Source: an optimization exercise on an open RTL-to-GDS flow (aim: small area). Production flows keep margins and buffers that such runs may drop. Where RTL was checked, it was by simulation tests only, not by an equivalence proof against the original. Function not checked in runs 1 and 2: the RTL went through the layout flow alone. Power is estimated from default activity; no workload was simulated.

<file path="flow/design.v">
module uart_rx(
    input  wire       clk,
    input  wire       rst,
    input  wire       rx,
    output wire       rx_done,
    output wire [7:0] rx_data,
    output wire       rx_sample,   
    output wire       rx_bit
);
    reg        rx_temp;
    reg        active;     
    reg [3:0]  bc;
    reg [10:0] div;
    reg [7:0]  sh;
    wire tick = div == 11'h7fc;
    wire baud = active && tick;
    assign rx_done = active && bc == 4'd12;
    assign rx_data = sh;
    assign rx_sample = baud && bc != 4'd0 && bc != 4'd9;
    assign rx_bit = rx_temp;
    always @(posedge clk) begin
        rx_temp <= rst | rx;
        if (rst)
            active <= 1'b0;
        else if (!active)
            active <= !rx_temp;
        else if (bc == 4'd12)
            active <= 1'b0;
        if (!active)
            bc <= 4'd0;
        else if (bc >= 4'd10 || baud)
            bc <= bc + 4'd1;
        div <= !active ? 11'd0 : tick ? 11'h439 : {div[9:0], ~(div[10] ^ div[8])};
        if (baud && bc != 4'd9)
            sh <= {rx_temp, sh[7:1]};
    end
endmodule
module uart_tx #(
    parameter DLY = 0           
)(
    input  wire       clk,
    input  wire       rst,
    input  wire       start,    
    input  wire       last,     
    input  wire [7:0] data,     
    output wire       load,     
    output wire       next,     
    output wire       done,     
    output wire       bit_done,  
    output wire [3:0] bit_idx,   
    output wire       tx
);
    localparam S_IDLE = 3'd0, S_BUILD = 3'd1, S_LOAD = 3'd2, S_SEND = 3'd3,
               S_TRANS = 3'd4, S_WAIT = 3'd5, S_DONE = 3'd6, S_PRE = 3'd7;
    reg [2:0]  state;
    reg [10:0] div;
    reg [3:0]  bc;
    wire trans = state == S_TRANS;
    wire tick  = div == 11'h001;
    assign load = state == S_LOAD;
    assign next = state == S_WAIT && !last;
    assign done = state == S_DONE;
    assign bit_idx = bc;
    assign bit_done = trans && tick && bc >= 4'd2 && bc <= 4'd9;
    reg bit_out;
    always @(*) begin
        case (bc)
            4'd1: bit_out = 1'b0;
            4'd2: bit_out = data[0];
            4'd3: bit_out = data[1];
            4'd4: bit_out = data[2];
            4'd5: bit_out = data[3];
            4'd6: bit_out = data[4];
            4'd7: bit_out = data[5];
            4'd8: bit_out = data[6];
            4'd9: bit_out = data[7];
            default: bit_out = 1'b1;
        endcase
    end
    assign tx = !trans || bit_out;
    always @(posedge clk) begin
        if (rst)
            state <= S_IDLE;
        else case (state)
            S_IDLE:  if (start) state <= DLY ? S_PRE : S_BUILD;
            S_PRE:   state <= S_BUILD;
            S_BUILD: state <= S_LOAD;
            S_LOAD:  state <= S_SEND;
            S_SEND:  state <= S_TRANS;
            S_TRANS: if (bc == 4'd10 && tick) state <= S_WAIT;
            S_WAIT:  state <= last ? S_DONE : S_LOAD;
            default: state <= S_IDLE;    
        endcase
        div <= !trans ? 11'd0 : tick ? 11'h329 : {div[9:0], ~(div[10] ^ div[8])};
        bc  <= !trans ? 4'd0 : bc + {3'd0, tick};
    end
endmodule
`timescale 1ns / 1ps
module top(
	   input wire 	     clk,
	   input wire 	     rst,
	   input wire 	     btn0,
	   input wire 	     rx_bluetooth,
	   input wire 	     rx_husky,
	   input wire [15:0] adc_data,
	   input wire 	     adc_drdy,
	   input wire 	     echo,
	   output wire 	     tx_bluetooth,
	   output wire 	     tx_husky,
	   output wire 	     tx_pc,
	   output wire 	     A_1A,
	   output wire 	     A_1B,
	   output wire 	     B_1A,
	   output wire 	     B_1B,
	   output wire [3:0] led,
	   output wire 	     right_pwm_r,
	   output wire 	     right_pwm_g,
	   output wire 	     right_pwm_b,
	   output wire 	     left_pwm_r,
	   output wire 	     left_pwm_g,
	   output wire 	     left_pwm_b,
	   output wire 	     trig,
	   output wire 	     buzzer,
	   output wire 	     adc_den
	   );
   assign tx_pc = rx_husky;
   reg [7:0] pwm_cnt;
   always @(posedge clk) pwm_cnt <= rst ? 8'd0 : pwm_cnt + 8'd1;
   wire       bt_done;
   wire [7:0] bt_data;
   uart_rx bt_rx(.clk(clk), .rst(rst), .rx(rx_bluetooth), .rx_done(bt_done), .rx_data(bt_data),
                 .rx_sample(), .rx_bit());
   localparam [2:0] MAN_STOP = 3'b000, MAN_AUTO = 3'b001, MAN_F = 3'b111,
                    MAN_B = 3'b100, MAN_L = 3'b101, MAN_R = 3'b110;
   reg        periodic;
   reg [2:0]  man;
   reg        prev_v;
   reg        arrow_en;
   reg        bt_pd;       
   reg [20:0] timer;     
   wire timer_max = timer == 21'h1cc75c;    
   always @(posedge clk) begin
      if (rst) begin
         periodic <= 1'b0;
         man      <= MAN_STOP;
         prev_v   <= 1'b0;
      end else if (bt_done) begin
         case (bt_data)
           8'h46: man <= MAN_F;
           8'h52: man <= MAN_R;
           8'h42: man <= MAN_B;
           8'h4C: man <= MAN_L;
           8'h53: man <= MAN_STOP;
           8'h56: ;
           8'h41: begin
              periodic <= !periodic;
              man      <= periodic ? MAN_STOP : MAN_AUTO;
           end
           default: if (!periodic) man <= MAN_STOP;
         endcase
         prev_v <= bt_data == 8'h56;
      end
      timer    <= (!periodic || timer_max) ? 21'd0 : {timer[19:0], ~(timer[20] ^ timer[18])};
      arrow_en <= !rst && ((periodic && timer_max) || (bt_done && bt_data == 8'h56 && !prev_v));
      bt_pd    <= !rst && bt_done;
   end
   reg [3:0] led_byte;
   always @(*) begin
      case (bt_data)
        8'h46: led_byte = 4'b1000;
        8'h52: led_byte = 4'b0001;
        8'h42: led_byte = 4'b0100;
        8'h4C: led_byte = 4'b0010;
        8'h56: led_byte = 4'b0011;
        default: led_byte = 4'b0000;
      endcase
   end
   assign led = bt_pd ? led_byte : {1'b0, periodic, periodic, periodic};
   reg btn_s0, btn_s1, btn_prev;
   reg [1:0] hcmd;       
   wire h_done;
   always @(posedge clk) begin
      btn_s0   <= !rst && btn0;
      btn_s1   <= !rst && btn_s0;
      btn_prev <= !rst && btn_s1;
      if (rst)                      hcmd <= 2'b00;
      else if (arrow_en)            hcmd <= 2'b10;
      else if (h_done)              hcmd <= 2'b00;
      else if (btn_s1 && !btn_prev) hcmd <= 2'b01;
   end
   reg [2:0] hidx;
   reg [1:0] hsnap;
   wire h_load, h_next;
   reg [7:0] h_byte;
   always @(*) begin
      case (hidx)
        3'd0: h_byte = 8'h55;
        3'd1: h_byte = 8'hAA;
        3'd2: h_byte = 8'h11;
        3'd3: h_byte = 8'h00;
        3'd4: h_byte = {2'b00, |hsnap, 1'b0, hsnap[0], |hsnap, 1'b0, hsnap[1]};
        default: h_byte = {2'b00, |hsnap, 1'b1, hsnap[0], |hsnap, 1'b0, hsnap[1]};
      endcase
   end
   uart_tx h_tx(.clk(clk), .rst(rst), .start(|hcmd), .last(hidx == 3'd5), .data(h_byte),
                .load(h_load), .next(h_next), .done(h_done), .bit_done(), .bit_idx(), .tx(tx_husky));
   always @(posedge clk) begin
      if (rst || h_done) hidx <= 3'd0;
      else if (h_next)   hidx <= hidx + 3'd1;
      if (h_load) hsnap <= hcmd;
   end
   wire       hu_done;
   wire [7:0] hu_data;
   wire       hu_sample, hu_bit;
   uart_rx hu_rx(.clk(clk), .rst(rst), .rx(rx_husky), .rx_done(hu_done), .rx_data(hu_data),
                 .rx_sample(hu_sample), .rx_bit(hu_bit));
   localparam [3:0] P_IDLE = 4'd0, P_H1 = 4'd1, P_H2 = 4'd2, P_ADDR = 4'd3, P_LEN = 4'd4,
                    P_CMD = 4'd5, P_DL = 4'd7, P_DW = 4'd8, P_SEND = 4'd9, P_SW = 4'd10;
   reg [3:0] pst;
   reg       lag;
   reg [3:0] pcnt;       
   localparam [2:0] D_NONE = 3'd0, D_F = 3'd1, D_B = 3'd2, D_L = 3'd3, D_R = 3'd4;
   reg [2:0] dmode;
   wire      bt_req_done;
   wire      bt_bit_done;
   wire p_act = !lag;
   reg  [63:0] ring;
   wire r_load = hu_sample && (pst == P_DL || pst == P_DW) && !pcnt[3];
   wire r_rot  = bt_bit_done;
   always @(posedge clk)
     if (r_load || r_rot) ring <= {r_load ? hu_bit : ring[0], ring[63:1]};
   reg       s_bor, s_nz, s_ones, s_hz, near;
   wire [3:0] s_bc;
   wire      s_on    = r_rot && pcnt <= 4'd4;
   wire      s_first = pcnt[0] && s_bc == 4'd2;          
   wire      s_low   = pcnt[0] && s_bc <= 4'd6;          
   wire      s_last  = !pcnt[0] && s_bc == 4'd9;         
   wire      s_a = ring[0], s_b = ring[32];
   wire      s_bin  = !s_first && s_bor;
   wire      s_d    = s_a ^ s_b ^ s_bin;
   wire      s_bout = (!s_a && s_b) || (!(s_a ^ s_b) && s_bin);
   wire      s_nz_n   = (!s_first && s_nz) || (s_low && s_d);
   wire      s_ones_n = (s_first || s_ones) && (!s_low || s_first || s_d);
   wire      s_hz_n   = (!s_first && s_hz) || (!s_low && s_d) || (s_last && (s_a ^ s_b ^ s_bout));
   always @(posedge clk) begin
      if (s_on) begin
         s_bor  <= s_bout;
         s_nz   <= s_nz_n;
         s_ones <= s_ones_n;
         s_hz   <= s_hz_n;
         if (s_last) near <= (pcnt[2] ? near : 1'b1) && s_nz_n && !s_ones_n && !s_hz_n;
      end
   end
   wire [15:0] tx_ = ring[47:32];
   wire [15:0] ty_ = ring[63:48];
   wire f_en = tx_ > 16'd100 && tx_ < 16'd200 && ty_ <= 16'd130;
   wire b_en = tx_ > 16'd100 && tx_ < 16'd200 && ty_ > 16'd130 && ty_ < 16'd200;
   wire l_en = tx_ < 16'd101;
   wire susp = (ty_ > 16'd200 && ty_ < 16'd240) || near;
   wire r_en = tx_ > 16'd199 || susp;
   wire [2:0] new_mode = f_en ? D_F : b_en ? D_B : l_en ? D_L : r_en ? D_R : D_NONE;
   always @(posedge clk) begin
      if (rst) begin
         pst      <= P_IDLE;
         lag      <= 1'b0;
         dmode    <= D_L;
      end else begin
         lag      <= 1'b0;
         if (p_act) case (pst)
           P_IDLE: if (hu_done && hu_data == 8'h55) begin pst <= P_H1; lag <= 1'b1; end
           P_H1:   if (hu_done && hu_data == 8'hAA) begin pst <= P_H2; lag <= 1'b1; end
           P_H2:   if (hu_done && hu_data == 8'h11) begin pst <= P_ADDR; lag <= 1'b1; end
           P_ADDR: if (hu_done) begin pst <= P_LEN; lag <= 1'b1; end
           P_LEN:  if (hu_done) begin pst <= P_CMD; lag <= 1'b1; end
           P_CMD:  if (hu_done && hu_data == 8'h2B) begin pst <= P_DL; lag <= 1'b1; pcnt <= 4'd0; end
           P_DL:   begin pst <= P_DW; lag <= 1'b1; end
           P_DW:   if (hu_done) begin
              lag <= 1'b1;
              if (pcnt == 4'd9) begin pst <= P_SEND; pcnt <= 4'd1; end
              else begin pst <= P_DL; pcnt <= pcnt + 4'd1; end
           end
           P_SEND: begin pst <= P_SW; lag <= 1'b1; end
           P_SW:   if (bt_req_done) begin
              lag <= 1'b1;
              if (pcnt == 4'd8) begin pst <= P_IDLE; dmode <= new_mode; end
              else begin pst <= P_SEND; pcnt <= pcnt + 4'd1; end
           end
           default: ;
         endcase
      end
   end
   wire bt_start = (p_act && pst == P_SEND) || (lag && pst == P_SW);
   uart_tx #(.DLY(1)) bt_tx(.clk(clk), .rst(rst), .start(bt_start), .last(1'b1), .data({8{ring[0]}}),
                 .load(), .next(), .done(bt_req_done), .bit_done(bt_bit_done), .bit_idx(s_bc), .tx(tx_bluetooth));
   localparam [2:0] A_STOP = 3'b000, A_F = 3'b111, A_B = 3'b100, A_L = 3'b101, A_R = 3'b110;
   reg        turn_phase;
   reg [16:0] dpre;
   reg [4:0]  dq;
   reg [2:0]  auto_st;
   reg        d_clr, d_inc;
   wire [2:0] a_dir = dmode == D_L ? A_L : A_R;
   always @(*) begin
      d_clr = 1'b1;
      d_inc = 1'b0;
      if (rst || dmode == D_F || dmode == D_NONE) ;
      else if (dmode == D_B) begin
         if (dq < 5'd20) begin d_clr = 1'b0; d_inc = 1'b1; end
      end else if (turn_phase) begin
         if (dq < 5'd5) begin d_clr = 1'b0; d_inc = 1'b1; end
      end else begin
         if (dq < 5'd9) begin d_clr = 1'b0; d_inc = 1'b1; end
      end
   end
   wire dpre_wrap = dpre == 17'h12a35;
   always @(posedge clk) begin
      if (d_clr) begin
         dpre <= 17'd0;
         dq   <= 5'd0;
      end else if (dpre_wrap) begin
         dpre <= 17'h10000;
         dq   <= dq + 5'd1;
      end else
        dpre <= {dpre[15:0], ~(dpre[16] ^ dpre[13])};
      if (rst || dmode == D_F || dmode == D_NONE) begin
         turn_phase <= 1'b1;
         auto_st    <= (!rst && dmode == D_F) ? A_F : A_STOP;
      end else if (dmode == D_B)
        auto_st <= d_inc ? A_B : A_STOP;
      else if (turn_phase) begin
         auto_st <= d_inc ? a_dir : A_STOP;
         if (!d_inc) turn_phase <= 1'b0;
      end else begin
         auto_st <= d_inc ? A_STOP : a_dir;
         if (!d_inc) turn_phase <= 1'b1;
      end
   end
   reg [20:0] tcnt;
   reg        trig_r;
   wire       tcnt_0 = tcnt == 21'd0;
   always @(posedge clk) begin
      tcnt   <= (rst || tcnt == 21'h1a1d4b) ? 21'd0 : {tcnt[19:0], ~(tcnt[20] ^ tcnt[18])};
      trig_r <= !rst && (tcnt_0 || (trig_r && tcnt != 21'h09ebaf));
   end
   assign trig = trig_r;
   reg        echo_d, echo_start, fell, obstacle;
   reg [11:0] epre;      
   reg [2:0]  eunits;    
   wire       efall = !echo_start && !echo && echo_d;
   always @(posedge clk) begin
      echo_d     <= !rst && echo;
      echo_start <= !rst && echo && !echo_d;
      fell       <= !rst && efall;
      if (echo_start) begin
         epre   <= 12'd0;
         eunits <= 3'd0;
      end else if (echo) begin
         if (epre == 12'h712) begin
            epre <= 12'd0;
            if (eunits != 3'd6) eunits <= eunits + 3'd1;
         end else
           epre <= {epre[10:0], ~(epre[11] ^ epre[5] ^ epre[3] ^ epre[0])};
      end
      if (rst) obstacle <= 1'b0;
      else if (efall) obstacle <= eunits < 3'd4;
   end
   reg [2:0]  bp;
   reg [13:0] tpos;
   reg [7:0]  ba;
   reg [2:0]  lvl;
   reg        tone_en;
   reg        buzz;
   reg        lvl_hit;      
   always @(*) begin
      case (lvl)
        3'd0: lvl_hit = ba == 8'h3d && tpos == 14'h34ff;    
        3'd1: lvl_hit = ba == 8'hcb && tpos == 14'h0e4b;    
        3'd2: lvl_hit = ba == 8'hed && tpos == 14'h3ccc;    
        3'd3: lvl_hit = ba == 8'ha9 && tpos == 14'h3a93;    
        3'd4: lvl_hit = ba == 8'h2d && tpos == 14'h0936;    
        default: lvl_hit = 1'b0;
      endcase
   end
   wire beep_off = bp[2] & bp[1];
   wire beep_ge  = lvl >= bp;
   wire tpos_0   = tpos == 14'd0;
   wire tpos_end = tpos == 14'h2751;
   always @(posedge clk) begin
      if (rst) bp <= 3'd0;
      else if (fell) bp <= eunits[2:1] == 2'b00 ? 3'd1 : eunits;
      if (rst || beep_off || beep_ge) begin
         tpos <= 14'd0;
         ba   <= 8'd0;
         lvl  <= 3'd0;
      end else begin
         if (tpos_end) begin
            tpos <= 14'd0;
            ba   <= {ba[6:0], ~(ba[7] ^ ba[5] ^ ba[4] ^ ba[3])};
         end else
           tpos <= {tpos[12:0], ~(tpos[13] ^ tpos[4] ^ tpos[2] ^ tpos[0])};
         if (lvl_hit) lvl <= lvl + 3'd1;
      end
      if (rst || beep_off) tone_en <= 1'b0;
      else if (beep_ge) tone_en <= !tone_en;
      buzz <= !rst && tone_en && (tpos_0 || (buzz && tpos != 14'h11d7));
   end
   assign buzzer = buzz;
   wire is_auto = man == MAN_AUTO;
   wire thr = auto_st[1] ? (auto_st[0] ? pwm_cnt < 8'd185 : pwm_cnt < 8'd200)
                         : (auto_st[0] ? pwm_cnt < 8'd200 : pwm_cnt < 8'd180);
   wire m_on = is_auto ? (auto_st[2] && !obstacle && thr) : man[2];
   wire m_u  = is_auto ? auto_st[1] : man[1];
   wire m_v  = is_auto ? auto_st[0] : man[0];
   assign A_1A = m_on & m_u;
   assign A_1B = m_on & !m_u;
   assign B_1A = m_on & m_v;
   assign B_1B = m_on & !m_v;
   reg [15:0] xcnt;      
   always @(posedge clk)
     xcnt <= (rst || xcnt == 16'hadd6) ? 16'd0 : {xcnt[14:0], ~(xcnt[15] ^ xcnt[14] ^ xcnt[12] ^ xcnt[3])};
   assign adc_den = xcnt == 16'd1;
   wire [11:0] av = adc_data[15:4];
   wire [8:0]  ax = av[8:0] - 9'd368;
   wire [12:0] ax15 = {ax, 4'd0} - {4'd0, ax};
   wire [9:0]  ascaled = {1'b0, ax} + {5'd0, ax15[12:8]};
   reg  [7:0]  duty;
   reg         pwm;
   always @(posedge clk) begin
      if (rst) duty <= 8'd0;
      else if (adc_drdy) duty <= av <= 12'd880 ? 8'd0 : av >= 12'd1360 ? 8'd255 : ascaled[8:1];
      pwm <= !rst && pwm_cnt < duty;
   end
   assign right_pwm_r = pwm;
   assign right_pwm_g = pwm;
   assign right_pwm_b = pwm;
   assign left_pwm_r  = pwm;
   assign left_pwm_g  = pwm;
   assign left_pwm_b  = pwm;
endmodule
</file>
<file path="flow/flow/run.sh">
#!/bin/bash
# Standard layout (standard.sh) with two changes: ports are buffered with the
# smallest buffer (buf_1), and clock tree synthesis uses clkbuf_4 without
# dummy loads. All of ORFS's logs stay in orfs/logs; make's output is in standard.log.
set -euo pipefail
cat >> config.mk <<'EOC'
export BUFFER_PORTS_ARGS = -buffer_cell sky130_fd_sc_hd__buf_1
export CTS_ARGS = -sink_clustering_enable -repair_clock_nets -dont_use_dummy_load -buf_list sky130_fd_sc_hd__clkbuf_4 -sink_clustering_size 9 -sink_clustering_max_diameter 50
EOC
bash standard.sh > standard.log 2>&1
</file>
<file path="flow/standard.sh">
#!/bin/bash
# synth_recipe.tcl (not shown) runs the flow's synth.tcl, then flattens the netlist and writes it again
# the make line also repeats each setting of config.mk as NAME=value (left out here)
make -C /OpenROAD-flow-scripts/flow DESIGN_CONFIG=/design/flow/config.mk WORK_HOME=/design/flow/orfs CLKGATE_MAP_FILE= SYNTH_SCRIPT=/design/flow/synth_recipe.tcl "${@:-finish}"
</file>
<file path="flow/config.mk">
export PLATFORM = sky130hd
export DESIGN_NAME = top
export DESIGN_NICKNAME = top
export VERILOG_FILES = /design/flow/design.v
export SDC_FILE = /design/flow/constraint.sdc
export NUM_CORES = 4
export LEC_CHECK = 0
export CAP_MARGIN = 20
export CORE_MARGIN = 2
export CORE_UTILIZATION = 40
export SLEW_MARGIN = 20
export BUFFER_PORTS_ARGS = -buffer_cell sky130_fd_sc_hd__buf_1
export CTS_ARGS = -sink_clustering_enable -repair_clock_nets -dont_use_dummy_load -buf_list sky130_fd_sc_hd__clkbuf_4 -sink_clustering_size 9 -sink_clustering_max_diameter 50
</file>
<file path="flow/constraint.sdc">
create_clock -name core_clock -period 40.0 [get_ports {clk}]
set_input_delay 8.0000 -clock core_clock [delete_from_list [all_inputs] [get_ports {clk}]]
set_output_delay 8.0000 -clock core_clock [all_outputs]
set_load 0.01 [all_outputs]
</file>
==> results of run 1 <==
==> metrics by stage <==
stage / power [uW] / worst slack (ps) / util, % / instance area [um^2]
finish: 551.1 / 23760 / 43.16 / 14910
global route: 581.5 / 23730 / 43.16 / 14910
CTS: 562.0 / 23760 / 43.13 / 14900
detailed placement: 402.7 / 23760 / 42.15 / 14560
global placement: 402.1 / 23760 / 42.15 / 14560
floorplan: 395.0 / 23880 / - / 14010
==> flip-flops by register name, summed over array words and instances, names as in the netlist, 5 cells and up <==
register	flops
duty	8
hu_rx.sh	8
pwm_cnt	8
bt_rx.sh	8
ring	64
bt_tx.div	11
tpos	14
dq	5
epre	12
dpre	17
h_tx.div	11
ba	8
timer	21
bt_rx.div	11
xcnt	16
hu_rx.div	11
tcnt	21
==> Yosys cell counts, types with 32 or more instances <==
master	number	share of area [%]
o21ai_0	39	1.4
inv_1	59	1.6
edfxtp_1	91	20
and2_1	112	5.0
dfxtp_1	244	35
nand2_1	70	1.9
nor2b_1	34	1.5
ha_1	53	4.7
a21oi_1	55	2.0
nor2_1	158	4.2
nor3_1	32	1.1
xnor2_1	42	2.6
==> power groups by stage <==
stage / combinational, uW / clock [uW] / sequential [uW]
6_report: 35.8 / 156 / 359
2_1_floorplan: 30.1 / 0 / 365
4_1_cts: 36.2 / 167 / 359
3_3_place_gp: 35.5 / 0 / 367
3_5_place_dp: 36.0 / 0 / 367
5_1_grt: 41.5 / 180 / 360
==> cell type report <==
| class | count | share of cell area, % |
|---|---|---|
| timing repair buffer | 41 | 1.116 |
| sequential | 335 | 51.09 |
| antenna | 1 | 0.01678 |
| clock buffer | 45 | 2.266 |
| tap | 455 | 3.818 |
| multi-input combinational | 924 | 40.21 |
| inverter | 59 | 1.485 |
==> worst paths after layout <==
kind	from	end	slack, ps	cells after the start
max	rx_husky	tx_pc	23760	2
min	timer[14]	timer[15]	420	1
max reg2reg	hu_rx.div[8]	ring[10]	36940	7
min reg2reg	timer[14]	timer[15]	420	1
==> cells in the final DEF (no fill, tap or decap), types with 28 or more instances in the layout <==
cell and n:
dfxtp_1 244, nor2_1 158, and2_1 112, edfxtp_1 91, nand2_1 69, inv_1 59
a21oi_1 55, ha_1 53, clkbuf_4 45, xnor2_1 42, o21ai_0 39, buf_1 37
nor2b_1 34, nor3_1 32, nor4_1 30, mux2i_1 29, nand3_1 28
==> cells by family after synthesis <==
kind of cell / after synthesis / synth area share, %
buf+inv: 102 / 2.920
fa+ha+maj: 56 / 5.162
xor+xnor: 62 / 3.876
mux: 32 / 2.313
simple gates: 599 / 23.42
compound gates: 175 / 7.939
flops: 335 / 54.37
==> metal layers <==
| metal | vias to the layer above | share of wire (%) | global-route usage [%] |
|---|---|---|---|
| li1 | 4864 | - | - |
| met1 | 4338 | 52 | 19.55 |
| met2 | 125 | 42 | 20.61 |
| met3 | 54 | 3.7 | 2.717 |
| met4 | 0 | 2.8 | 5.030 |
| met5 | - | 0 | 0 |
==> run notes, run 1 <==
outcome=timing/DRC/antenna clean; RSZ-0062 raised after global routing=no; Cell Chain, Critical Path=buf_1, buf_1; clock share of power=28.4%; vias post-DR=9,381; Min Hold Slack=417.9 ps; register area=7617 um^2; worst-skew pair later-pin latency=660 ps; fillers=3,388; Final Hold Fails=0; sequential-to-total area share from yosys stat=54.37%; 1st-iter DRT viols=389; CTS resizes=0; YS warnings=4; Post-synth EDFFs=91; worst-path fanout max=2; setup TNS=0 ps; critical path arrival=8240 ps; dpl hpwl=16,380 um; fin crit share=40.59%; starting density of the core=40.56%; Mapped Avg Cell Area=10.29 um^2; vias in the first global route=8,893; combinational share of power=6.5%; Setup Fix Bufs, Post-CTS=0; WL/cell=13.08 um; Psw=130.6 uW; Clock transition at path regs=80 ps; fin cells=1,860; pin count of the biggest net entering global routing=65; IO buf count=38; die span in x=191.2 um; post-route minimum period=16,240 ps; DRC=0; I/O pin total=43; Cells after Synth=1,361; slowest stage delay, CP=150 ps; Distinct cells, synth=77; Yosys reg bits=335; Worst-Margin Slew=960.9 ps; gr ovfl total=0; switching part of the total=23.70%; share of layout cells above drive strength 1=4.630%; vias per cell=5.044; Tot GR Track Use=13.73%; antenna-violating nets left=0; synth-to-layout area growth=6.412%; clk buf depth=3; worst min-delay path class=reg2reg; Worst EP required=32,000 ps; CP most frequent cell=buf_1; cts hold-fix bufs=0; largest delay contributor family on the critical path=buffers and inverters; fraction of registers with async set or reset after synthesis=0%; core footprint=34,540 um^2; DRT Pass-1 Iters=4; Final Max Slew Viols=0; final setup vio count=0; Seq pwr share=65.1%; multi-input logic area=5995 um^2; final net count=1,485; CTS tree=yes; final wirelength=24,330 um; Top FF cell, synth=dfxtp_1; DIE AREA=36,540 um^2; Fin Clk Skew=61.81 ps; Root Driver=clkbuf_4; GPL Wtd Cong=0.8349; static leakage=0.005076 uW; CTS H-tree lvls=2; CTS Buf Count=45; Critical Path End Type=output port; Setup CP Type=in2out; Max Cap Viol=0; worst path bufs/invs=2; Die Y=191.2 um; placed insts=1,814; Crit-path slowest cell=buf_1; initial antenna violation count=1; Pwr Density=36.96 nW/um^2; CTS sink count=335; first-pass GRT wire length=42,040 um; fmax=61.59 MHz; VDD IR max=21.13 uV; Cell Area, Synth=14,010 um^2; Slew Limit Headroom=35.70%; row count=68; post-synthesis net count=1,440; Pint=420.5 uW; CP Launch Type=input port
==> inputs of run 2 (changes only) <==
==> flow/flow/run.sh (replaced) <==
#!/bin/bash
# Standard layout (standard.sh) with two changes: ports are buffered with the
# smallest buffer (buf_1), and clock tree synthesis uses clkbuf_8 without
# dummy loads. All of ORFS's logs stay in orfs/logs; make's output is in standard.log.
set -euo pipefail
cat >> config.mk <<'EOC'
export BUFFER_PORTS_ARGS = -buffer_cell sky130_fd_sc_hd__buf_1
export CTS_ARGS = -sink_clustering_enable -repair_clock_nets -dont_use_dummy_load -buf_list sky130_fd_sc_hd__clkbuf_8 -sink_clustering_size 18 -sink_clustering_max_diameter 80
EOC
bash standard.sh > standard.log 2>&1
--- a/flow/config.mk
+++ b/flow/config.mk
@@ -11,3 +11,3 @@
 export SLEW_MARGIN = 20
 export BUFFER_PORTS_ARGS = -buffer_cell sky130_fd_sc_hd__buf_1
-export CTS_ARGS = -sink_clustering_enable -repair_clock_nets -dont_use_dummy_load -buf_list sky130_fd_sc_hd__clkbuf_4 -sink_clustering_size 9 -sink_clustering_max_diameter 50
+export CTS_ARGS = -sink_clustering_enable -repair_clock_nets -dont_use_dummy_load -buf_list sky130_fd_sc_hd__clkbuf_8 -sink_clustering_size 18 -sink_clustering_max_diameter 80
==> run 2 against run 1 <==
Net effect: clock skew decreased by 19 ps; clock-buffer cell count shrank 22; maximum frequency unchanged; sequential power barely moved; highest routed layer unchanged; utilization decreased by 0.069 points; sequential share of layout area rose by 0.082 points; final area fell by 0.16%; via count down 1.5%; die area unchanged; synthesized cell count did not move; clock power fell by 3%.
==> run notes, run 2 <==
Slew Limit Headroom=35.38% (-0.33 points); Crit-path slowest cell=buf_1; fin crit share=40.59% (unchanged); dpl cell area=14,560 um^2 (unchanged); Clock transition at path regs=100 ps (+20 ps); Fin Clk Skew=42.58 ps (-19.24 ps); fraction of registers with async set or reset after synthesis=0% (unchanged); Worst-Margin Slew=965.8 ps (+4.889 ps); Die Y=191.2 um (unchanged); DRT Pass-1 Iters=4 (unchanged); Cells after Synth=1,361 (unchanged); Setup CP Type=in2out; vias in the first global route=8,722 (-1.9%); Cell Area, Synth=14,010 um^2 (unchanged); CTS resizes=0 (unchanged); Mapped Avg Cell Area=10.29 um^2 (unchanged); Top FF cell, synth=dfxtp_1; hold-critical path depth=1 (unchanged); antenna-violating nets left=0 (unchanged); post-synthesis net count=1,440 (unchanged); first-pass GRT wire length=41,300 um (-1.8%); fin worst setup slack=23,760 ps (unchanged); worst-skew pair later-pin latency=560 ps (-100 ps); post-route minimum period=16,240 ps (unchanged); most frequent cell after synthesis=dfxtp_1; Tot GR Track Use=13.30% (-0.43 points); VDD IR max=21.58 uV (+2.1%); Critical Path End Type=output port; Setup Fix Bufs, Post-CTS=0 (unchanged); worst path bufs/invs=2 (unchanged); fillers=3,377 (-0.32%); initial antenna violation count=0 (-1); cts hold-fix bufs=0 (unchanged); vias post-DR=9,241 (-1.5%); largest registers=ring: 64 flops, tcnt: 21 flops, timer: 21 flops; starting density of the core=40.56% (unchanged); final setup vio count=0 (unchanged); WP depth=2 (unchanged); 1st-iter DRT viols=387 (-0.51%); largest delay contributor family on the critical path=buffers and inverters; IO buf count=38 (unchanged); Cell Chain, Critical Path=buf_1, buf_1; max reg flops=64 (unchanged); YS warnings=4 (unchanged); final wirelength=23,910 um (-1.7%); Root Driver=clkbuf_8; GPL Wtd Cong=0.8349 (unchanged); final net count=1,463 (-1.5%); post-place setup slack=23,760 ps (unchanged); DIE AREA=36,540 um^2 (unchanged); share of layout cells above drive strength 1=3.111% (-1.5 points); worst min-delay path class=reg2reg; CP most frequent cell=buf_1; synth-to-layout area growth=6.242%; outcome=timing/DRC/antenna clean; Area contributors post-synth=dfxtp_1 (35%), edfxtp_1 (20%), and2_1 (5.0%); clk buf depth=3 (unchanged); Final Hold Fails=0 (unchanged); CTS H-tree lvls=1 (-1); die span in x=191.2 um (unchanged); row count=68 (unchanged); worst-path fanout max=2 (unchanged); Pwr Density=36.64 nW/um^2 (-0.87%); Max Cap Viol=0 (unchanged); slowest stage delay, CP=150 ps (about the same); gr ovfl total=0 (unchanged); CTS Buf Count=23 (-49%); fin cells=1,837 (-1.2%); CTS sink count=335 (unchanged); Worst Reg-to-Reg Cells=7 (unchanged); biggest area consumer among synthesized cells=dfxtp_1; diode count=0 (-1); CP Launch Type=input port; RSZ-0062 raised after global routing=no; pin count of the biggest net entering global routing=65 (unchanged); most frequent cells in the layout=dfxtp_1 (244), nor2_1 (158), and2_1 (112); I/O pin total=43 (unchanged); fmax=61.59 MHz (unchanged); DRC=0 (unchanged); sequential-to-total area share from yosys stat=54.37% (unchanged); core footprint=34,540 um^2 (unchanged); vias per cell=5.030 (-0.26%); WL/cell=13.01 um (-0.51%); setup TNS=0 ps (unchanged); commonest non-fill, non-tap cell in the layout=dfxtp_1; critical path arrival=8240 ps (about the same); placed insts=1,814 (unchanged); Worst EP required=32,000 ps (about the same); share of the synthesized area in the top cell type=34.86% (unchanged); CTS tree=yes; static leakage=0.005035 uW (-0.82%); Post-synth EDFFs=91 (unchanged); Distinct cells, synth=77 (unchanged); Design Area, Final=14,890 um^2 (-0.16%); commonest cells in the netlist=dfxtp_1 (244), nor2_1 (158), and2_1 (112); dpl hpwl=16,380 um (unchanged); Yosys reg bits=335 (unchanged); Most flops, register=ring; Final Max Slew Viols=0 (unchanged)
==> run 2: changes by cell type in the layout (fill, tap and decap cells not counted) <==
cell and change:
clkbuf_8 +23, diode_2 -1, clkbuf_4 -45
==> run 2: cells by family (layout without fill, tap and decap cells) <==
logic type | Yosys count | after routing | share of synthesized area [%]
compound gates | 175 | 175 | 7.939
simple gates | 599 | 599 | 23.42
fa+ha+maj | 56 | 56 | 5.162
mux | 32 | 32 | 2.313
xor+xnor | 62 | 62 | 3.876
flops | 335 | 335 | 54.37
buf+inv | 102 | 123 | 2.920
==> run 2: area by class of cell <==
type	count	area, um^2	area share, %
sequential	335	7617	51.17
multi-input combinational	924	5995	40.27
timing repair buffer	41	166.4	1.118
inverter	59	221.5	1.488
clock buffer	23	316.6	2.127
tap	455	569.3	3.825
==> run 2: power by group <==
group	leakage (uW)	switching, uW	internal, uW
registers	0.00260	6.06	353
logic	0.00226	19.9	16.0
clock network	0.000165	98.8	51.9
total	0.00503	125	421
==> run 2: final timing paths <==
kind	startpoint	endpoint	slack, ps
setup / recovery	rx_husky	tx_pc	23760
hold / removal	hu_rx.div[0]	hu_rx.div[1]	410
setup reg to reg	hu_rx.div[8]	ring[10]	36970
hold reg to reg	hu_rx.div[0]	hu_rx.div[1]	410
==> run 2: metrics by stage <==
stage	hold WS, ps	utilization (%)	total power (uW)
floorplan	391.6	-	395.0
global placement	399.3	42.15	402.1
detailed placement	405.2	42.15	402.7
CTS	406.9	43.07	555.7
global route	424.8	43.09	573.8
finish	407.8	43.09	545.5
==> run 2: per-layer routing <==
metal  wire length [um]  part of all wire, %  track usage (%)  vias to the layer above
li1                   -                    -                -                     4801
met1              12470                   52            19.41                     4313
met2              10250                   43            20.78                       96
met3                644                  2.7            1.781                       31
met4                547                  2.3            3.343                        0
met5                  0                    0                0                        -
==> inputs of run 3 (changes only) <==
--- a/flow/design.v
+++ b/flow/design.v
@@ -1,3 +1,5 @@
-module uart_rx(
+module uart_rx #(
+    parameter KEEP = 1           
+)(
     input  wire       clk,
     input  wire       rst,
@@ -6,5 +8,6 @@
     output wire [7:0] rx_data,
     output wire       rx_sample,   
-    output wire       rx_bit
+    output wire       rx_bit,
+    output wire [2:0] rx_idx       
 );
     reg        rx_temp;
@@ -16,7 +19,8 @@
     wire baud = active && tick;
     assign rx_done = active && bc == 4'd12;
-    assign rx_data = sh;
+    assign rx_data = KEEP ? sh : 8'd0;
     assign rx_sample = baud && bc != 4'd0 && bc != 4'd9;
     assign rx_bit = rx_temp;
+    assign rx_idx = bc[2:0] - 3'd1;
     always @(posedge clk) begin
         rx_temp <= rst | rx;
@@ -32,5 +36,5 @@
             bc <= bc + 4'd1;
         div <= !active ? 11'd0 : tick ? 11'h439 : {div[9:0], ~(div[10] ^ div[8])};
-        if (baud && bc != 4'd9)
+        if (KEEP && baud && bc != 4'd9)
             sh <= {rx_temp, sh[7:1]};
     end
@@ -130,5 +134,5 @@
    wire [7:0] bt_data;
    uart_rx bt_rx(.clk(clk), .rst(rst), .rx(rx_bluetooth), .rx_done(bt_done), .rx_data(bt_data),
-                 .rx_sample(), .rx_bit());
+                 .rx_sample(), .rx_bit(), .rx_idx());
    localparam [2:0] MAN_STOP = 3'b000, MAN_AUTO = 3'b001, MAN_F = 3'b111,
                     MAN_B = 3'b100, MAN_L = 3'b101, MAN_R = 3'b110;
@@ -211,8 +215,8 @@
    end
    wire       hu_done;
-   wire [7:0] hu_data;
    wire       hu_sample, hu_bit;
-   uart_rx hu_rx(.clk(clk), .rst(rst), .rx(rx_husky), .rx_done(hu_done), .rx_data(hu_data),
-                 .rx_sample(hu_sample), .rx_bit(hu_bit));
+   wire [2:0] hu_idx;
+   uart_rx #(.KEEP(0)) hu_rx(.clk(clk), .rst(rst), .rx(rx_husky), .rx_done(hu_done), .rx_data(),
+                 .rx_sample(hu_sample), .rx_bit(hu_bit), .rx_idx(hu_idx));
    localparam [3:0] P_IDLE = 4'd0, P_H1 = 4'd1, P_H2 = 4'd2, P_ADDR = 4'd3, P_LEN = 4'd4,
                     P_CMD = 4'd5, P_DL = 4'd7, P_DW = 4'd8, P_SEND = 4'd9, P_SW = 4'd10;
@@ -225,4 +229,17 @@
    wire      bt_bit_done;
    wire p_act = !lag;
+   reg        hu_match;
+   reg  [7:0] hu_want;
+   always @(*) begin
+      case (pst)
+        P_H1:    hu_want = 8'hAA;
+        P_H2:    hu_want = 8'h11;
+        P_CMD:   hu_want = 8'h2B;
+        default: hu_want = 8'h55;
+      endcase
+   end
+   wire hu_bit_ok = hu_bit == hu_want[hu_idx];
+   always @(posedge clk)
+     if (hu_sample) hu_match <= (hu_idx == 3'd0 || hu_match) && hu_bit_ok;
    reg  [63:0] ring;
    wire r_load = hu_sample && (pst == P_DL || pst == P_DW) && !pcnt[3];
@@ -268,10 +285,10 @@
          lag      <= 1'b0;
          if (p_act) case (pst)
-           P_IDLE: if (hu_done && hu_data == 8'h55) begin pst <= P_H1; lag <= 1'b1; end
-           P_H1:   if (hu_done && hu_data == 8'hAA) begin pst <= P_H2; lag <= 1'b1; end
-           P_H2:   if (hu_done && hu_data == 8'h11) begin pst <= P_ADDR; lag <= 1'b1; end
+           P_IDLE: if (hu_done && hu_match) begin pst <= P_H1; lag <= 1'b1; end
+           P_H1:   if (hu_done && hu_match) begin pst <= P_H2; lag <= 1'b1; end
+           P_H2:   if (hu_done && hu_match) begin pst <= P_ADDR; lag <= 1'b1; end
            P_ADDR: if (hu_done) begin pst <= P_LEN; lag <= 1'b1; end
            P_LEN:  if (hu_done) begin pst <= P_CMD; lag <= 1'b1; end
-           P_CMD:  if (hu_done && hu_data == 8'h2B) begin pst <= P_DL; lag <= 1'b1; pcnt <= 4'd0; end
+           P_CMD:  if (hu_done && hu_match) begin pst <= P_DL; lag <= 1'b1; pcnt <= 4'd0; end
            P_DL:   begin pst <= P_DW; lag <= 1'b1; end
            P_DW:   if (hu_done) begin
==> flow/run.sh (new file) <==
#!/bin/bash
# synth_recipe.tcl (not shown) runs the flow's synth.tcl, then flattens the netlist and writes it again
# the make line also repeats each setting of config.mk as NAME=value (left out here)
make -C /OpenROAD-flow-scripts/flow DESIGN_CONFIG=/design/flow/config.mk WORK_HOME=/design/flow/orfs CLKGATE_MAP_FILE= SYNTH_SCRIPT=/design/flow/synth_recipe.tcl finish
==> flow/config.mk (replaced) <==
export PLATFORM = sky130hd
export DESIGN_NAME = top
export DESIGN_NICKNAME = top
export VERILOG_FILES = /design/flow/design.v
export SDC_FILE = /design/flow/constraint.sdc
export NUM_CORES = 4
export LEC_CHECK = 0
export CAP_MARGIN = 20
export CORE_MARGIN = 2
export CORE_UTILIZATION = 40
export CTS_BUF_LIST = sky130_fd_sc_hd__clkbuf_8
export CTS_CLUSTER_DIAMETER = 60
export CTS_CLUSTER_SIZE = 16
export SLEW_MARGIN = 20
removed: flow/flow/run.sh
removed: flow/standard.sh
==> run 3 against run 2 <==
Net effect: final area grew 1.5%; critical path depth is the same; sequential share of layout area shrank 2.1 points; first-iteration DRC count grew 31%; clock power grew 15%; die area shrank 0.78%; global-route usage grew 0.11 points; maximum frequency shrank 4.5%; sequential power is essentially flat; still clean on timing, DRC and antenna; routed wire length grew 1.8%; critical endpoint unchanged; largest cell class unchanged.
==> run notes, run 3 <==
Tot GR Track Use=13.41% (+0.11 points); final setup vio count=0 (unchanged); worst path bufs/invs=2 (unchanged); biggest area consumer among synthesized cells=dfxtp_1; gr ovfl total=0 (unchanged); pin count of the biggest net entering global routing=65 (unchanged); vias per cell=5.040 (+0.19%); vias post-DR=9,339 (+1.1%); fin crit share=42.51% (+1.9 points); outcome=timing/DRC/antenna clean; Cell Area, Synth=13,900 um^2 (-0.79%); initial antenna violation count=0 (unchanged); Yosys reg bits=328 (-2.1%); Worst-Margin Slew=873.8 ps (-91.95 ps); post-synthesis net count=1,443 (+0.21%); Max Cap Viol=0 (unchanged); critical path arrival=9000 ps (+760 ps); DIE AREA=36,260 um^2 (-0.78%); clock share of power=29.8% (+2.2 points); DRT Pass-1 Iters=5 (+1); CP Launch Type=input port; Cells after Synth=1,362 (+0.073%); Critical Path End Type=output port; share of layout cells above drive strength 1=4.435% (+1.3 points); first-pass GRT wire length=41,660 um (+0.89%); most frequent cells in the layout=dfxtp_1 (244), nor2_1 (154), and2_1 (104); VDD IR max=19.60 uV (-9.2%); worst hold start=echo_d; Root Driver=clkbuf_8; CTS Buf Count=25 (+8.7%); worst-path fanout max=2 (unchanged); largest registers=ring: 64 flops, tcnt: 21 flops, timer: 21 flops; row count=68 (unchanged); Most flops, register=ring; vias in the first global route=8,786 (+0.73%); fmax=58.81 MHz (-4.5%); 1st-iter DRT viols=506 (+31%); I/O pin total=43 (unchanged); Cell Chain, Critical Path=clkdlybuf4s50_1, clkdlybuf4s50_1; slowest stage delay, CP=540 ps (+390 ps); Distinct cells, synth=76 (-1.3%); Final Max Slew Viols=0 (unchanged); Worst EP required=32,000 ps (about the same); Pwr Density=38.57 nW/um^2 (+5.3%); commonest cells in the netlist=dfxtp_1 (244), nor2_1 (154), and2_1 (104); sequential-to-total area share from yosys stat=53.29% (-1.1 points); Psw=144.5 uW (+16%); static leakage=0.005327 uW (+5.8%); FF-to-FF Start=pst[3]; Setup Fix Bufs, Post-CTS=0 (unchanged); combinational share of power=8.9% (+2.3 points); most frequent cell after synthesis=dfxtp_1; setup TNS=0 ps (unchanged); post-route minimum period=17,000 ps (+769.0 ps); CTS tree=yes; share of the synthesized area in the top cell type=35.14% (+0.28 points); die span in x=190.4 um (-0.39%); Setup CP Type=in2out; max reg flops=64 (unchanged); CTS resizes=0 (unchanged); WL/cell=13.13 um (+0.90%); CP most frequent cell=clkdlybuf4s50_1; Top FF cell, synth=dfxtp_1; Post-synth EDFFs=84 (-7.7%); core footprint=34,370 um^2 (-0.49%); dpl hpwl=16,410 um (+0.21%); Clock transition at path regs=90 ps (about the same); Final Hold Fails=0 (unchanged); synth-to-layout area growth=8.705%; YS warnings=5 (+1); CTS H-tree lvls=1 (unchanged); Pint=438.3 uW (+4.2%); worst-skew pair later-pin latency=570 ps (about the same); DRC=0 (unchanged); utilization after layout=43.96% (+0.86 points); starting density of the core=40.44% (-0.12 points); worst min-delay path class=reg2reg; CTS sink count=328 (-2.1%); cts hold-fix bufs=0 (unchanged); commonest non-fill, non-tap cell in the layout=dfxtp_1; largest delay contributor family on the critical path=buffers and inverters; Crit-path slowest cell=clkdlybuf4s50_1; Seq pwr share=61.3% (-4.5 points); Die Y=190.4 um (-0.39%); IO buf count=38 (unchanged); Slew Limit Headroom=41.47% (+6.1 points); Area contributors post-synth=dfxtp_1 (35%), edfxtp_1 (18%), ha_1 (5.0%); RSZ-0062 raised after global routing=no; final wirelength=24,330 um (+1.8%); launch point of the worst path=rx_husky; antenna-violating nets left=0 (unchanged); Fin Clk Skew=20.68 ps (-21.90 ps); switching part of the total=24.80% (+1.9 points); GPL Wtd Cong=0.8170 (-2.1%); Mapped Avg Cell Area=10.21 um^2 (-0.87%); clk buf depth=3 (unchanged); diode count=0 (unchanged); fraction of registers with async set or reset after synthesis=0% (unchanged); final net count=1,462 (-0.068%)
[run 3: cell count changes in the layout (fill, tap and decap cells not counted), moves of 5 or more]
cell	change
and3_1	+8
and2_1	-8
o21ai_0	-5
clkdlybuf4s50_1	+37
inv_1	+15
edfxtp_1	-7
buf_1	-37
nand2_1	+6
[run 3: power by group through the flow]
stage / registers [uW] / logic, uW / clock network [uW]
2_1_floorplan: 357 / 46.9 / 0
3_3_place_gp: 365 / 51.8 / 0
3_5_place_dp: 365 / 52.3 / 0
4_1_cts: 357 / 52.7 / 183
5_1_grt: 359 / 59.7 / 195
6_report: 357 / 52.1 / 174
[run 3: through the flow]
step / total power (uW) / hold WS (ps) / setup WS (ps) / instance area [um^2] / cells
2_1_floorplan: 404.3 / 391.6 / 23880 / 13900 / 1362
3_3_place_gp: 416.4 / 398.3 / 23000 / 14640 / 1809
3_5_place_dp: 417.2 / 405.6 / 22990 / 14640 / 1809
4_1_cts: 592.9 / 426.1 / 22990 / 15100 / 1853
5_1_grt: 613.6 / 434.6 / 22960 / 15110 / 1853
6_report: 582.8 / 423.4 / 23000 / 15110 / 1853
[run 3: cells by family (layout without fill, tap and decap cells)]
logic type	Yosys count	after routing	synth area share (%)
fa+ha+maj	59	59	5.455
mux	33	33	2.394
xor+xnor	59	59	3.718
simple gates	589	589	23.07
buf+inv	110	146	3.286
flops	328	328	53.29
compound gates	184	184	8.786
[run 3: metal layers]
| layer | GRT usage, % | wire, um | up-vias |
|---|---|---|---|
| met3 | 1.951 | 668 | 32 |
| met4 | 3.071 | 465 | 0 |
| met1 | 19.05 | 12260 | 4379 |
| li1 | - | - | 4817 |
| met5 | 0 | 0 | - |
| met2 | 21.59 | 10940 | 111 |
[run 3: worst paths after layout]
check / to / slack (ps) / cells past startpoint
setup / recovery: tx_pc / 23000 / 2
hold / removal: echo_start / 420 / 1
setup reg to reg: ring[12] / 37270 / 6
hold reg to reg: echo_start / 420 / 1
[run 3: area by class of cell]
cell class	count	area (um^2)
fillers	3248	19260
well taps	455	569.3
clock inverters	18	102.6
inverters	61	229.0
clock buffers	26	357.8
repair buffers	41	397.9
multi-input cells	924	6046
flip-flops and latches	328	7407

-- what the ideal ports hide --
The flow's constraints put no driver on any port. The routed layouts listed below were extracted and timed again, unchanged, in two steps. Step 1 assumes that a clkbuf_16 drives the clock port and a buf_2 every other input. Step 2 adds t to the input delays and takes it off the output delays; t is the mean of the earliest and latest rising clock arrival at the registers after step 1. Input paths then give back, and output paths get back, about the clock's delay inside the block. a / b / c = ideal / step 1 / step 2; a / b = the first two.
run | t, ns | slack for setup (ns) | worst setup path at the end | latest minus earliest clock arrival (ns) | worst register clock-pin slew, ns
run 1 | 0.688 | 23.765 / 23.743 / 23.743 | input to output | 0.086 / 0.086 | 0.11 / 0.11
run 2 | 0.585 | 23.765 / 23.743 / 23.743 | input to output | 0.043 / 0.042 | 0.11 / 0.11
run 3 | 0.601 | 22.996 / 22.974 / 22.974 | input to output | 0.023 / 0.024 | 0.11 / 0.11
After both steps setup and hold are still met in every run listed.
